Context: an optimization exercise on an open-source flow, tuned for small area, a short achievable clock period and few clock cycles per item. The choices shown serve that exercise and are no tape-out recipe.
The RTL was checked by simulation tests, not by an equivalence proof against the original design.

`flow/config.mk`:
```
export PLATFORM = sky130hd
export DESIGN_NAME = bitcoin_hash
export DESIGN_NICKNAME = bitcoin_hash
export VERILOG_FILES = /design/flow/design.v
export SDC_FILE = /design/flow/constraint.sdc
export NUM_CORES = 4
export LEC_CHECK = 0
export CAP_MARGIN = 20
export CORE_MARGIN = 2
export CORE_UTILIZATION = 40
export PLACE_DENSITY = 0.6
export SLEW_MARGIN = 20
```
`flow/constraint.sdc`:
```
create_clock -name core_clock -period 12.0 [get_ports {clk}]
set_input_delay 2.4000 -clock core_clock [delete_from_list [all_inputs] [get_ports {clk}]]
set_output_delay 2.4000 -clock core_clock [all_outputs]
set_load 0.01 [all_outputs]
```
`flow/design.v`:
```
module bitcoin_hash (input logic clk, reset_n, start, 
                     input logic [15:0] message_addr, output_addr, 
							output logic done, mem_we, 
							output logic [15:0] mem_addr, 
							output logic [31:0] mem_write_data, 
							input logic [31:0] mem_read_data); 
  localparam logic [2047:0] sha256_k = { 
     32'h428a2f98, 32'h71374491, 32'hb5c0fbcf, 32'he9b5dba5, 32'h3956c25b, 32'h59f111f1, 32'h923f82a4, 32'hab1c5ed5, 
	  32'hd807aa98, 32'h12835b01, 32'h243185be, 32'h550c7dc3, 32'h72be5d74, 32'h80deb1fe, 32'h9bdc06a7, 32'hc19bf174, 
	  32'he49b69c1, 32'hefbe4786, 32'h0fc19dc6, 32'h240ca1cc, 32'h2de92c6f, 32'h4a7484aa, 32'h5cb0a9dc, 32'h76f988da, 
	  32'h983e5152, 32'ha831c66d, 32'hb00327c8, 32'hbf597fc7, 32'hc6e00bf3, 32'hd5a79147, 32'h06ca6351, 32'h14292967, 
	  32'h27b70a85, 32'h2e1b2138, 32'h4d2c6dfc, 32'h53380d13, 32'h650a7354, 32'h766a0abb, 32'h81c2c92e, 32'h92722c85, 
	  32'ha2bfe8a1, 32'ha81a664b, 32'hc24b8b70, 32'hc76c51a3, 32'hd192e819, 32'hd6990624, 32'hf40e3585, 32'h106aa070, 
	  32'h19a4c116, 32'h1e376c08, 32'h2748774c, 32'h34b0bcb5, 32'h391c0cb3, 32'h4ed8aa4a, 32'h5b9cca4f, 32'h682e6ff3, 
	  32'h748f82ee, 32'h78a5636f, 32'h84c87814, 32'h8cc70208, 32'h90befffa, 32'ha4506ceb, 32'hbef9a3f7, 32'hc67178f2 
  }; 
  function logic [255:0] sha256_op(input logic [31:0] a, b, c, d, e, f, g, h, w,
                                   input logic [7:0] t);
    logic [31:0] S1, S0, ch, maj, t1, t2;  
  begin
      S1 = rrot(e, 6) ^ rrot(e, 11) ^ rrot(e, 25);
      ch = (e & f) ^ ((~e) & g);
      t1 = h + S1 + ch + sha256_k[(6'd63 - t[5:0])*32 +: 32] + w;
      S0 = rrot(a, 2) ^ rrot(a, 13) ^ rrot(a, 22);
      maj = (a & b) ^ (a & c) ^ (b & c);
      t2 = S0 + maj;
      sha256_op = {t1 + t2, a, b, c, d + t1, e, f, g};
  end
  endfunction
  function logic [31:0] rrot (input logic [31:0] x,
                              input logic [7:0] r);
  begin
    rrot = (x >> r) | (x << (32-r));
  end
  endfunction
  enum logic [3:0] {IDLE=4'b0000, READ0=4'b0001, READ1=4'b0010, COMPUTEFIRSTBLOCK=4'b0011, FIRSTBLOCKCONT=4'b0100, FIRSTBLOCKRESULTS=4'b0101, 
					     READSECOND0=4'b0110, READSECOND1=4'b0111, READSECOND2=4'b1000, SHAUNDER16=4'b1001, SHAOVER16=4'b1010, 
						  FIRSTHASH=4'b1011, WRITE=4'b1100, FINISH=4'b1101} state;
  logic [31:0] w[0:15];
  logic [31:0] H[0:7];
  logic [31:0] end1, end2, end3;
  logic [31:0] nonce;
  logic [31:0] a, b, c, d, e, f, g, h;
  logic [31:0] wtxnew;
  logic [7:0] rc, wc, t, i;
  logic [1:0] isSecond;
	function logic [31:0] wtnew(input logic [31:0] w0, w1, w9, w14);
	  logic [31:0] s0, s1; 
	begin
	  s0 = rrot(w1,7)^rrot(w1,18)^(w1>>3); 
	  s1 = rrot(w14,17)^rrot(w14,19)^(w14>>10); 
	  wtnew = w0 + s0 + w9 + s1; 
	end
	endfunction
  always_ff @(posedge clk)
  begin
    if (!reset_n) begin
		state <= IDLE;
		done <= 0;
		mem_we <= 0;
    end else begin
      mem_we <= 0;
      case (state)
        IDLE:
          if (start) begin
				{H[0], H[1], H[2], H[3], H[4], H[5], H[6], H[7]} <= {32'h6a09e667, 32'hbb67ae85, 32'h3c6ef372, 32'ha54ff53a, 32'h510e527f, 32'h9b05688c, 32'h1f83d9ab, 32'h5be0cd19};
			   mem_addr <= message_addr; 
				mem_we <= 0;
				rc <= 1;
				wc <= 0;
				isSecond <= 0;
				done <= 0;
            state <= READ0;
          end
        READ0: begin
			 mem_addr <= message_addr + rc; 
			 rc <= rc + 1; 
		    state <= READ1;
		  end
		  READ1: begin
		    w[15] <= mem_read_data; 
			 mem_addr <= message_addr + rc; 
			 rc <= rc + 1; 
			 t = 0;
			 a <= H[0]; b <= H[1]; c <= H[2]; d <= H[3]; e <= H[4]; f <= H[5]; g <= H[6]; h <= H[7];
		    state <= COMPUTEFIRSTBLOCK;
		  end
		  COMPUTEFIRSTBLOCK: begin
		    {a, b, c, d, e, f, g, h} <= sha256_op(a, b, c, d, e, f, g, h, w[15], t); 
			 for( i = 0; i < 15; i++ ) w[i] <= w[i+1];
			 if (t < 15 ) w[15] <= mem_read_data;
			 else w[15] <= wtnew(w[0], w[1], w[9], w[14]); 
			 if( rc < 16 ) begin 
			   mem_addr <= message_addr + rc; 
			   rc <= rc + 1; 
			 end
			 t = t + 1;
			 if( t > 62 ) state <= FIRSTBLOCKCONT;
		  end
		  FIRSTBLOCKCONT: begin
		    {a, b, c, d, e, f, g, h} <= sha256_op(a, b, c, d, e, f, g, h, w[15], t);
			 mem_addr <= message_addr + rc;
			 rc <= rc + 1;
			 state <= FIRSTBLOCKRESULTS;
		  end
		  FIRSTBLOCKRESULTS: begin
		    H[0] <= H[0] + a; H[1] <= H[1] + b; H[2] <= H[2] + c; H[3] <= H[3] + d; H[4] <= H[4] + e; H[5] <= H[5] + f; H[6] <= H[6] + g; H[7] <= H[7] + h;
			 t = 0;
			 mem_addr <= message_addr + rc; 
			 rc <= rc + 1;
			 state <= READSECOND0;
		  end
		  READSECOND0: begin
		    a <= H[0]; b <= H[1]; c <= H[2]; d <= H[3]; e <= H[4]; f <= H[5]; g <= H[6]; h <= H[7];
		    mem_addr <= message_addr + rc; 
			 end1 <= mem_read_data;
			 rc <= rc + 1;
			 w[0] <= mem_read_data;
			 state <= READSECOND1;
		  end
		  READSECOND1: begin
		    mem_addr <= message_addr + rc;
			 end2 <= mem_read_data;
			 w[1] <= mem_read_data; 
			 state <= READSECOND2;
		  end
		  READSECOND2: begin
		    end3 <= mem_read_data;
			 w[2] <= mem_read_data;
			 nonce <= 0;
			 w[3] <= 0;
			 w[4] <= 32'h80000000;
			 for (i = 5; i < 15; i++) w[i] <= 32'h00000000;
			 w[15] <= 32'd640;
			 state <= SHAUNDER16;
		  end
		  SHAUNDER16: begin
		    {a, b, c, d, e, f, g, h} <= sha256_op(a, b, c, d, e, f, g, h, w[t], t); 
			 t = t + 1;
			 if( t > 15 ) state <= SHAOVER16;
		  end
		  SHAOVER16: begin  
			 for (i = 0; i < 15; i++) w[i] <= w[i+1];
			 wtxnew = wtnew(w[0], w[1], w[9], w[14]);
			 w[15] <= wtxnew; 
			 {a, b, c, d, e, f, g, h} <= sha256_op(a, b, c, d, e, f, g, h, wtxnew, t);
			 t = t + 1;
			 if( t > 63 ) begin 
			   state <= FIRSTHASH;
				if( isSecond == 1 ) state <= WRITE;
			 end
		  end
		  FIRSTHASH: begin
		    w[0] <= H[0] + a; w[1] <= H[1] + b; w[2] <= H[2] + c; w[3] <= H[3] + d; w[4] <= H[4] + e; w[5] <= H[5] + f; w[6] <= H[6] + g; w[7] <= H[7] + h;
			 w[8] <= 32'h80000000;
			 for (i = 9; i < 15; i++) w[i] <= 32'h00000000;
			 w[15] <= 32'd256;
			 {a,b,c,d,e,f,g,h} <= {32'h6a09e667, 32'hbb67ae85, 32'h3c6ef372, 32'ha54ff53a, 32'h510e527f, 32'h9b05688c, 32'h1f83d9ab, 32'h5be0cd19};
			 t = 0; 
			 isSecond <= 1;
			 state <= SHAUNDER16;
		  end
		  WRITE: begin
			mem_we <= 1;
		   mem_addr <= output_addr + wc;
			wc <= wc + 1;
			mem_write_data <= a + 32'h6a09e667;
			if( nonce == 15 ) state <= FINISH;
			else state <= SHAUNDER16;
			a <= H[0]; b <= H[1]; c <= H[2]; d <= H[3]; e <= H[4]; f <= H[5]; g <= H[6]; h <= H[7];
			w[0] <= end1; w[1] <= end2; w[2] <= end3; 
			w[3] <= nonce + 1;
			w[4] <= 32'h80000000;
			for (i = 5; i < 15; i++) w[i] <= 32'h00000000;
			w[15] <= 32'd640;
			isSecond <= 0;
			nonce <= nonce + 1;
			t = 0;
		  end
		  FINISH: begin
			done <= 1;
			state <= IDLE;
		  end
      endcase
    end
  end
endmodule
```
`flow/run.sh`:
```
#!/bin/bash
# synth_recipe.tcl (not shown) runs the flow's synth.tcl, then flattens the netlist and writes it again
# the make line also repeats each setting of config.mk as NAME=value (left out here)
make -C /OpenROAD-flow-scripts/flow DESIGN_CONFIG=/design/flow/config.mk WORK_HOME=/design/flow/orfs CLKGATE_MAP_FILE= SYNTH_SCRIPT=/design/flow/synth_recipe.tcl finish
```
==> metrics.yaml <==
clock_network:
  cts_max_path_buffers: 3
  cts_hold_buffers: 0
  clock_sinks: 1231
  cts-htree-levels: 4
  cts_setup_buffers: 0
  cts_root_buffer: "clkbuf_16"
  path_clk_slew_ns: 0.07
  cts_resized: 0
  cts_tree: "done"
  numCtsBuffers: 147
  insertion_delay_ns: 0.85
sta:
  whs_ns: 0.538
  fin_crit_ns: 10.84
  worstMarginPinSlew_ns: 1.48
  maxSlewHeadroom_pct: 1.11
  finalClockSkew_ns: 0.0656
  final_hold_viol_count: 0
  tns_ns: 0
  setup_viol: 0
  timing.fmax_mhz: 92.3
  timing.final.crit_share_pct: 90.3
  rsz0062_at_grt: "no"
  slew_violations: 0
  setup_ws_ns: 1.16
worst_setup_path:
  required_ns: 12.54
  cp-start-kind: "register"
  crit_arrival_ns: 11.38
  worstSetupPathType: "reg -> reg"
  endpoint_kind: "register"
  critPathMaxStageDelay_ns: 0.62
  cpMostUsedCell: "a21oi_1"
  cp_slowest_cell: "edfxtp_1"
  path_max_fanout: 13
layout:
  syn2layout_area_growth_pct: 11.7
  final_cells: 10600
  utilization_pct: 45.0
  fill_cells: 18800
  drive_above_1_share_pct: 6.54
  nNetsFinal: 8486
  multi_input_comb_area_um2: 41600
  final_cell_area_um2: 90900
  ff_latch_area_um2: 36900
drt:
  first_pass_iters: 11
  num_vias: 69100
  wl_um: 388000
  drtIter0Drc: 10600
  vias_per_cell: 6.52
  ant_nets: 0
  drc: 0
  post_drt_wl_per_cell_um: 36.6
logic_synthesis:
  synth_edf_count: 1225
  synth_fp_nets: 8481
  synth_ff_type: "edfxtp_1"
  synth-seq-cells: 1231
  synth-seq-area-share_pct: 45.4
  synth_warnings: 3
  syn_area_um2: 81400
  postSynthCellCount: 7780
  yosysUniqueCellTypes: 87
  synth_area_per_cell_um2: 10.5
  synthArstFlopShare_pct: 0
global_route:
  grt_pass1_wl_um: 525000
  grt_usage_pct: 36.6
  grt_pass1_vias: 65100
  antenna_found_initial: 32
  grt_overflow: 0
  grt_max_degree: 138
floorplanning:
  die_height_um: 455
  initial_core_util_pct: 40.3
  die-area_um2: 207000
  core_area_um2: 202000
  placementRows: 165
  die_w_um: 455
  pin_count: 117
hold_path:
  min_path_type: "reg -> reg"
place:
  dpl_cell_area_um2: 86100
  dp_slack_ns: 1.42
  port_buffers: 116
  gp_congestion: 1.08
  dpl.cell_count: 10300
  dp_hpwl_um: 296000
flow_run:
  drv_cap: 0
run_status:
  status: "no timing/DRC/antenna violations"
==> critical path, delay by kind of cell, from the launching register on <==
family                     cells  cell delay (ns)
adders and majority gates      6             2.56
AOI/OAI and AO/OA             22             4.54
xor gates and xnor gates       3             0.57
and+or+nand+nor                9             1.38
DFF                            1             0.62
buffers and inverters          4             0.85
==> layout make-up <==
type                            instances  area share [%]
Antenna cell                           15          0.0413
Clock buffer                          167            4.15
Clock inverter                        101            1.11
Inverter                              384            1.59
Multi-Input combinational cell       5706            45.8
Sequential cell                      1231            40.6
Tap cell                             2672            3.68
Timing Repair Buffer                  315            3.03
==> cells in the mapped netlist (15+ instances only) <==
cell type / count / share of area [%]
maj3_1: 31 / 0.38
buf_1: 40 / 0.18
a22oi_1: 153 / 1.4
or3_1: 26 / 0.20
o21ai_0: 577 / 3.5
a21o_1: 223 / 2.1
clkbuf_1: 417 / 1.9
ha_1: 494 / 7.6
a222oi_1: 105 / 1.3
nor2_1: 443 / 2.0
nor3_1: 111 / 0.68
a31oi_1: 58 / 0.45
inv_1: 382 / 1.8
xor2_1: 240 / 2.6
nand2_1: 585 / 2.7
o21a_1: 53 / 0.49
a21oi_1: 505 / 3.1
a211o_1: 15 / 0.16
and3_1: 263 / 2.0
o31ai_1: 22 / 0.20
fa_1: 140 / 3.4
o211ai_1: 35 / 0.32
edfxtp_1: 1225 / 45
nand4_1: 57 / 0.44
nand3_1: 147 / 0.90
nor4_1: 16 / 0.12
a221oi_1: 46 / 0.50
a221o_1: 21 / 0.26
a21boi_0: 26 / 0.24
mux2i_1: 56 / 0.69
o221ai_1: 26 / 0.28
nor2b_1: 60 / 0.46
and2_1: 17 / 0.13
o22a_1: 106 / 1.1
a22o_1: 132 / 1.4
o21bai_1: 82 / 0.76
nand2b_1: 77 / 0.59
a211oi_1: 33 / 0.30
xnor2_1: 513 / 5.5
o22ai_1: 32 / 0.25
==> per-layer routing <==
| metal | vias to the layer above | part of all wire (%) | GRT usage, % |
|---|---|---|---|
| li1 | 29100 | - | - |
| met1 | 34400 | 38 | 46.1 |
| met2 | 4571 | 42 | 53.8 |
| met3 | 985 | 12 | 11.4 |
| met4 | 26 | 8.2 | 24.3 |
| met5 | - | 0.072 | 0 |
==> state kept, by name, summed over array words and instances, names as in the netlist, 4 cells and up <==
| register | cells |
|---|---|
| w | 512 |
| H | 256 |
| a | 32 |
| b | 32 |
| c | 32 |
| d | 32 |
| e | 32 |
| end1 | 32 |
| end2 | 32 |
| end3 | 32 |
| f | 32 |
| g | 32 |
| h | 32 |
| mem_write_data | 32 |
| nonce | 32 |
| mem_addr | 16 |
| rc | 8 |
| t | 8 |
| wc | 8 |
| state | 4 |
==> worst paths after layout <==
check | depth (start not counted) | end | startpoint | slack (ns)
max | 44 | e[30] | t[0] | 1.16
min | 2 | done | done | 0.54
min reg2reg | 2 | done | done | 0.54
max reg2reg | 44 | e[30] | t[0] | 1.16
==> kinds of logic (layout without fill, tap and decap cells) <==
group / count (synthesis) / after routing / synth area share [%]
and+or+nand+nor: 1850 / 1850 / 10.7
muxes: 72 / 72 / 1.01
AOI/OAI and AO/OA: 2364 / 2364 / 19.4
adders and majority gates: 665 / 665 / 11.4
buffers and inverters: 843 / 967 / 3.89
other: 0 / 15 / 0
xor gates and xnor gates: 755 / 755 / 8.15
DFF: 1231 / 1231 / 45.4
==> layout by cell type, fill, tap and decap left out, drive strengths merged, types with 105 or more instances in the layout <==
cell type | netlist | final
a21o | 223 | 223
a21oi | 507 | 507
a222oi | 105 | 105
a22o | 132 | 132
a22oi | 153 | 153
and3 | 263 | 263
buf | 42 | 199
clkbuf | 417 | 167
clkdlybuf4s50 | 0 | 116
edfxtp | 1225 | 1225
fa | 140 | 140
ha | 494 | 494
inv | 382 | 386
nand2 | 585 | 585
nand3 | 147 | 147
nor2 | 443 | 443
nor3 | 111 | 111
o21ai | 586 | 586
o22a | 106 | 106
xnor2 | 514 | 514
xor2 | 240 | 240
Testbench counts, summed over its fixed seeds: cycles 34,432, jobs 16.

-- what the ideal ports hide --
How much do the figures lean on ideal ports? The routed layout below was timed once more, with nothing changed but the port constraints. Step 1 assumes that a clkbuf_16 drives the clock port and a buf_2 every other input. Step 2 also shifts input and output timing later by t, the mid clock arrival at the registers, as if the neighbouring blocks saw the same clock. Slacks: ideal ports / drivers / drivers and shift; pairs: ideal ports / drivers.
t (ns): 0.912
setup WS [ns]: 1.165 / 1.165 / 1.165
cell pins on the clock port's net: 1
After both steps this run still meets setup and hold. For this run, drivers alone change the setup slack by 0.000 ns; drivers and shift together by 0.000 ns.
